Source: an optimization exercise on an open RTL-to-GDS flow (aim: small area and a short achievable clock period). Production flows keep margins and buffers that such runs may drop. Function was checked by simulation only, so behaviour that the tests miss may differ from the original.

before:
==> flow/design.v (excerpt) <==
module top_pip(input [15:0] X,Y,
input [3:0] sn_1,
input clk,
input reset,
input [15:0] theta_in,
output reg [3:0] sn_op,
output reg [15:0] theta_op,
output reg [15:0] Xo,Yo);
==> module top_pip, before the edit <==
module top_pip(input [15:0] X,Y,
input [3:0] sn_1,
input clk,
input reset,
input [15:0] theta_in,
output reg [3:0] sn_op,
output reg [15:0] theta_op,
output reg [15:0] Xo,Yo);
wire [14:0] t = theta_in[14:0];
reg  [3:0]  s_c;
reg  [14:0] th_fin;
integer j;
always @* begin
    s_c = 4'd15;
    for (j = 1; j <= 13; j = j + 1)
        if (t[j]) s_c = 15 - j;
    if (t[14]) s_c = 4'd2;
end
always @* begin
    for (j = 0; j <= 12; j = j + 1)
        th_fin[j] = t[j] & ~(t[j+1] & ~|(t >> (j+2)));
    th_fin[13] = t[13];
    th_fin[14] = 1'b0;
    if (t[14]) th_fin = {3'b010, t[11:0]};
end
wire [3:0] p_c = {s_c[2:0], 1'b0} + s_c + 4'd2;    
wire [3:0] s_1 = theta_in[15] ? 4'd15 : s_c;
wire [3:0] p_1 = theta_in[15] ? 4'd15 : p_c;        
wire [15:0] xo_w [1:10];
wire [15:0] yo_w [1:10];
rot1 r1 (.xn(X), .yn(Y), .i(sn_1), .xo(xo_w[1]), .yo(yo_w[1]));
reg [15:0] x2r, y2r;
reg [11:0] th2r;
reg [3:0]  i2r, p2r, c2r, q2r;    
always @(posedge clk) begin
    x2r <= xo_w[1]; y2r <= yo_w[1];
    th2r <= th_fin[11:0];
    i2r <= s_1; p2r <= p_1;
    c2r <= s_c; q2r <= p_c;
end
rot r2 (.xn(x2r), .yn(y2r), .i(i2r), .op2(p2r), .xo(xo_w[2]), .yo(yo_w[2]));
wire [11:0] th_w [2:10];
wire [3:0]  i_w  [2:10];
wire [3:0]  p_w  [2:10];
assign th_w[2] = th2r;
assign i_w[2]  = c2r;
assign p_w[2]  = q2r;
genvar k;
generate
    for (k = 3; k <= 10; k = k + 1) begin : st
        reg [15:0] xr, yr;
        reg [11:0] thr;
        reg [3:0]  ir, pr;
        always @(posedge clk) begin
            xr  <= xo_w[k-1];
            yr  <= yo_w[k-1];
            thr <= th_w[k-1];
            ir  <= i_w[k-1];
            pr  <= p_w[k-1];
        end
        rot rk (.xn(xr), .yn(yr), .i(ir), .op2(pr), .xo(xo_w[k]), .yo(yo_w[k]));
        assign th_w[k] = thr;
        assign i_w[k]  = ir;
        assign p_w[k]  = pr;
    end
endgenerate
always @(posedge clk) begin
    if (reset) begin
        Xo <= 0;
        Yo <= 0;
        sn_op <= 0;
        theta_op <= 0;
    end else begin
        Xo <= xo_w[10];
        Yo <= yo_w[10];
        sn_op <= i_w[10];
        theta_op <= {2'b00, i_w[10] == 4'd2, i_w[10] == 4'd3, th_w[10]};
    end
end
endmodule
==> module rot1, before the edit <==
module rot1(input [15:0] xn, yn,
            input [3:0] i,
            output [15:0] xo, yo);
wire [3:0] op2 = {i[2:0], 1'b0} + i + 4'd2;    
wire [15:0] x1, y1, x2, y2, xi, yi;
assign x1 = {1'b0, xn[15:1]} >> {i[2:0], 1'b0};
assign y1 = {1'b0, yn[15:1]} >> {i[2:0], 1'b0};
shr16 sx2 (.a(xn), .s(op2), .y(x2));
shr16 sy2 (.a(yn), .s(op2), .y(y2));
shr16 sxi (.a(xn), .s(i),   .y(xi));
shr16 syi (.a(yn), .s(i),   .y(yi));
add4 ax (.a(xn), .b(x1), .c(y2), .d(yi), .y(xo));
add4 ay (.a(yn), .b(y1), .c(x2), .d(xi), .y(yo));
endmodule
==> module rot, before the edit <==
module rot(input [15:0] xn, yn,
           input [3:0] i, op2,
           output [15:0] xo, yo);
wire [3:0] u = i - 4'd2;                        
wire [15:0] x1 = {1'b0, xn[15:1]} >> {i[2:0], 1'b0};
wire [15:0] y1 = {1'b0, yn[15:1]} >> {i[2:0], 1'b0};
wire [15:0] x2, y2, xi, yi;
shr16 sx2 (.a(xn), .s(op2), .y(x2));
shr16 sy2 (.a(yn), .s(op2), .y(y2));
shr16 sxi (.a({2'b0, xn[15:2]}), .s(u), .y(xi));
shr16 syi (.a({2'b0, yn[15:2]}), .s(u), .y(yi));
add4 ax (.a(xn), .b(x1), .c(y2), .d(yi), .y(xo));
add4 ay (.a(yn), .b(y1), .c(x2), .d(xi), .y(yo));
endmodule
export LEC_CHECK = 0
export ABC_AREA = 1
export CAP_MARGIN = 20
export CORE_MARGIN = 2
export CORE_UTILIZATION = 40
export SLEW_MARGIN = 20
create_clock -name core_clock -period 5.5 [get_ports {clk}]
standard.sh (not shown) runs the stock make flow with config.mk's settings and CLKGATE_MAP_FILE= SYNTH_SCRIPT=/design/flow/synth_recipe.tcl, a recipe that flattens the netlist after the stock synthesis.
==> flow/flow/run.sh <==
#!/bin/bash
# The standard layout, with Yosys's generic synthesis run without its quick
# ABC pass (SYNTH_ARGS=-noabc): the full adders are then extracted from the
# unmapped logic and need no polarity-fixing inverters.  Everything else,
# including the final ABC mapping, is the standard flow.
set -euo pipefail
bash standard.sh SYNTH_ARGS=-noabc finish > orfs_make.log 2>&1
The following lists how after was set up differently from before:
-- flow/design.v --
<<< before, line 24
    if (t[14]) th_fin = {3'b010, t[11:0]};
end
wire [3:0] p_c = {s_c[2:0], 1'b0} + s_c + 4'd2;    
wire [3:0] s_1 = theta_in[15] ? 4'd15 : s_c;
wire [3:0] p_1 = theta_in[15] ? 4'd15 : p_c;        
wire [15:0] xo_w [1:10];
wire [15:0] yo_w [1:10];
>>> after, line 24
    if (t[14]) th_fin = {3'b010, t[11:0]};
end
wire [3:0] s_1 = theta_in[15] ? 4'd15 : s_c;
wire [15:0] xo_w [1:10];
wire [15:0] yo_w [1:10];
<<< before, line 32
reg [15:0] x2r, y2r;
reg [11:0] th2r;
reg [3:0]  i2r, p2r, c2r, q2r;    
always @(posedge clk) begin
    x2r <= xo_w[1]; y2r <= yo_w[1];
    th2r <= th_fin[11:0];
    i2r <= s_1; p2r <= p_1;
    c2r <= s_c; q2r <= p_c;
end
rot r2 (.xn(x2r), .yn(y2r), .i(i2r), .op2(p2r), .xo(xo_w[2]), .yo(yo_w[2]));
wire [11:0] th_w [2:10];
wire [3:0]  i_w  [2:10];
wire [3:0]  p_w  [2:10];
assign th_w[2] = th2r;
assign i_w[2]  = c2r;
assign p_w[2]  = q2r;
genvar k;
generate
>>> after, line 30
reg [15:0] x2r, y2r;
reg [11:0] th2r;
reg [3:0]  i2r, c2r;    
always @(posedge clk) begin
    x2r <= xo_w[1]; y2r <= yo_w[1];
    th2r <= th_fin[11:0];
    i2r <= s_1;
    c2r <= s_c;
end
rot r2 (.xn(x2r), .yn(y2r), .i(i2r), .xo(xo_w[2]), .yo(yo_w[2]));
wire [11:0] th_w [2:10];
wire [3:0]  i_w  [2:10];
assign th_w[2] = th2r;
assign i_w[2]  = c2r;
genvar k;
generate
<<< before, line 51
        reg [15:0] xr, yr;
        reg [11:0] thr;
        reg [3:0]  ir, pr;
        always @(posedge clk) begin
            xr  <= xo_w[k-1];
>>> after, line 47
        reg [15:0] xr, yr;
        reg [11:0] thr;
        reg [3:0]  ir;
        always @(posedge clk) begin
            xr  <= xo_w[k-1];
<<< before, line 57
            thr <= th_w[k-1];
            ir  <= i_w[k-1];
            pr  <= p_w[k-1];
        end
        rot rk (.xn(xr), .yn(yr), .i(ir), .op2(pr), .xo(xo_w[k]), .yo(yo_w[k]));
        assign th_w[k] = thr;
        assign i_w[k]  = ir;
        assign p_w[k]  = pr;
    end
endgenerate
>>> after, line 53
            thr <= th_w[k-1];
            ir  <= i_w[k-1];
        end
        rot rk (.xn(xr), .yn(yr), .i(ir), .xo(xo_w[k]), .yo(yo_w[k]));
        assign th_w[k] = thr;
        assign i_w[k]  = ir;
    end
endgenerate
<<< before, line 95
            input [3:0] i,
            output [15:0] xo, yo);
wire [3:0] op2 = {i[2:0], 1'b0} + i + 4'd2;    
wire [15:0] x1, y1, x2, y2, xi, yi;
assign x1 = {1'b0, xn[15:1]} >> {i[2:0], 1'b0};
>>> after, line 89
            input [3:0] i,
            output [15:0] xo, yo);
function [3:0] op2f(input [3:0] i);
    case (i)
        4'd0: op2f = 4'd2;   4'd1: op2f = 4'd5;   4'd2: op2f = 4'd8;   4'd3: op2f = 4'd11;
        4'd4: op2f = 4'd14;  4'd5: op2f = 4'd1;   4'd6: op2f = 4'd4;   4'd7: op2f = 4'd7;
        4'd8: op2f = 4'd10;  4'd9: op2f = 4'd13;  4'd10: op2f = 4'd0;  4'd11: op2f = 4'd3;
        4'd12: op2f = 4'd6;  4'd13: op2f = 4'd9;  4'd14: op2f = 4'd12; default: op2f = 4'd15;
    endcase
endfunction
wire [3:0] op2 = op2f(i);
wire [15:0] x1, y1, x2, y2, xi, yi;
assign x1 = {1'b0, xn[15:1]} >> {i[2:0], 1'b0};
<<< before, line 107
endmodule
module rot(input [15:0] xn, yn,
           input [3:0] i, op2,
           output [15:0] xo, yo);
wire [3:0] u = i - 4'd2;                        
wire [15:0] x1 = {1'b0, xn[15:1]} >> {i[2:0], 1'b0};
>>> after, line 109
endmodule
module rot(input [15:0] xn, yn,
           input [3:0] i,
           output [15:0] xo, yo);
function [3:0] op2f(input [3:0] i);
    case (i)
        4'd0: op2f = 4'd2;   4'd1: op2f = 4'd5;   4'd2: op2f = 4'd8;   4'd3: op2f = 4'd11;
        4'd4: op2f = 4'd14;  4'd5: op2f = 4'd1;   4'd6: op2f = 4'd4;   4'd7: op2f = 4'd7;
        4'd8: op2f = 4'd10;  4'd9: op2f = 4'd13;  4'd10: op2f = 4'd0;  4'd11: op2f = 4'd3;
        4'd12: op2f = 4'd6;  4'd13: op2f = 4'd9;  4'd14: op2f = 4'd12; default: op2f = 4'd15;
    endcase
endfunction
wire [3:0] op2 = op2f(i);
wire [3:0] u = i - 4'd2;                        
wire [15:0] x1 = {1'b0, xn[15:1]} >> {i[2:0], 1'b0};
[summary]
- | area fraction in and, or, nand and nor cells after synthesis | after vs before | 4.9 points lower |
- Final standard cell area without fillers (lower): after
- Delta(number of flip-flops and latches, after - before) < 0
- In summary, after completed successfully, with a layout that passed the timing, design-rule and antenna checks.
- after ends up with a count of inserted antenna diode cells that is 3 lower than in before.
- Fmax: after above before

[re-timing with driven ports]
The flow's constraints put no driver on any port. The routed layouts listed below were extracted and timed again, unchanged, in two steps. Step 1, drivers: a clkbuf_16 drives clk and a buf_2 each remaining input, both assumed. Step 2 moves the port delays by t, midway between the first and last clock arrival at a register: inputs arrive t later, outputs are due t later. That takes back most of the time a late clock gives input paths. a / b / c = no drivers / after step 1 / after step 2; a / b = the first two.
| run | t, ns | setup WS [ns] | worst setup path at the end | clock arrival spread, ns | worst slew at a driven data input, ns |
|---|---|---|---|---|---|
| before | 0.746 | 0.554 / 0.554 / -0.097 | input to register | 0.029 / 0.029 | 0.22 |
| after | 0.736 | 0.606 / 0.606 / 0.111 | input to register | 0.047 / 0.047 | 0.34 |
Met with ideal ports but missed after step 2: setup timing in before. For before, which loses most, drivers alone change the setup slack by 0.000 ns; drivers and shift together by -0.651 ns.
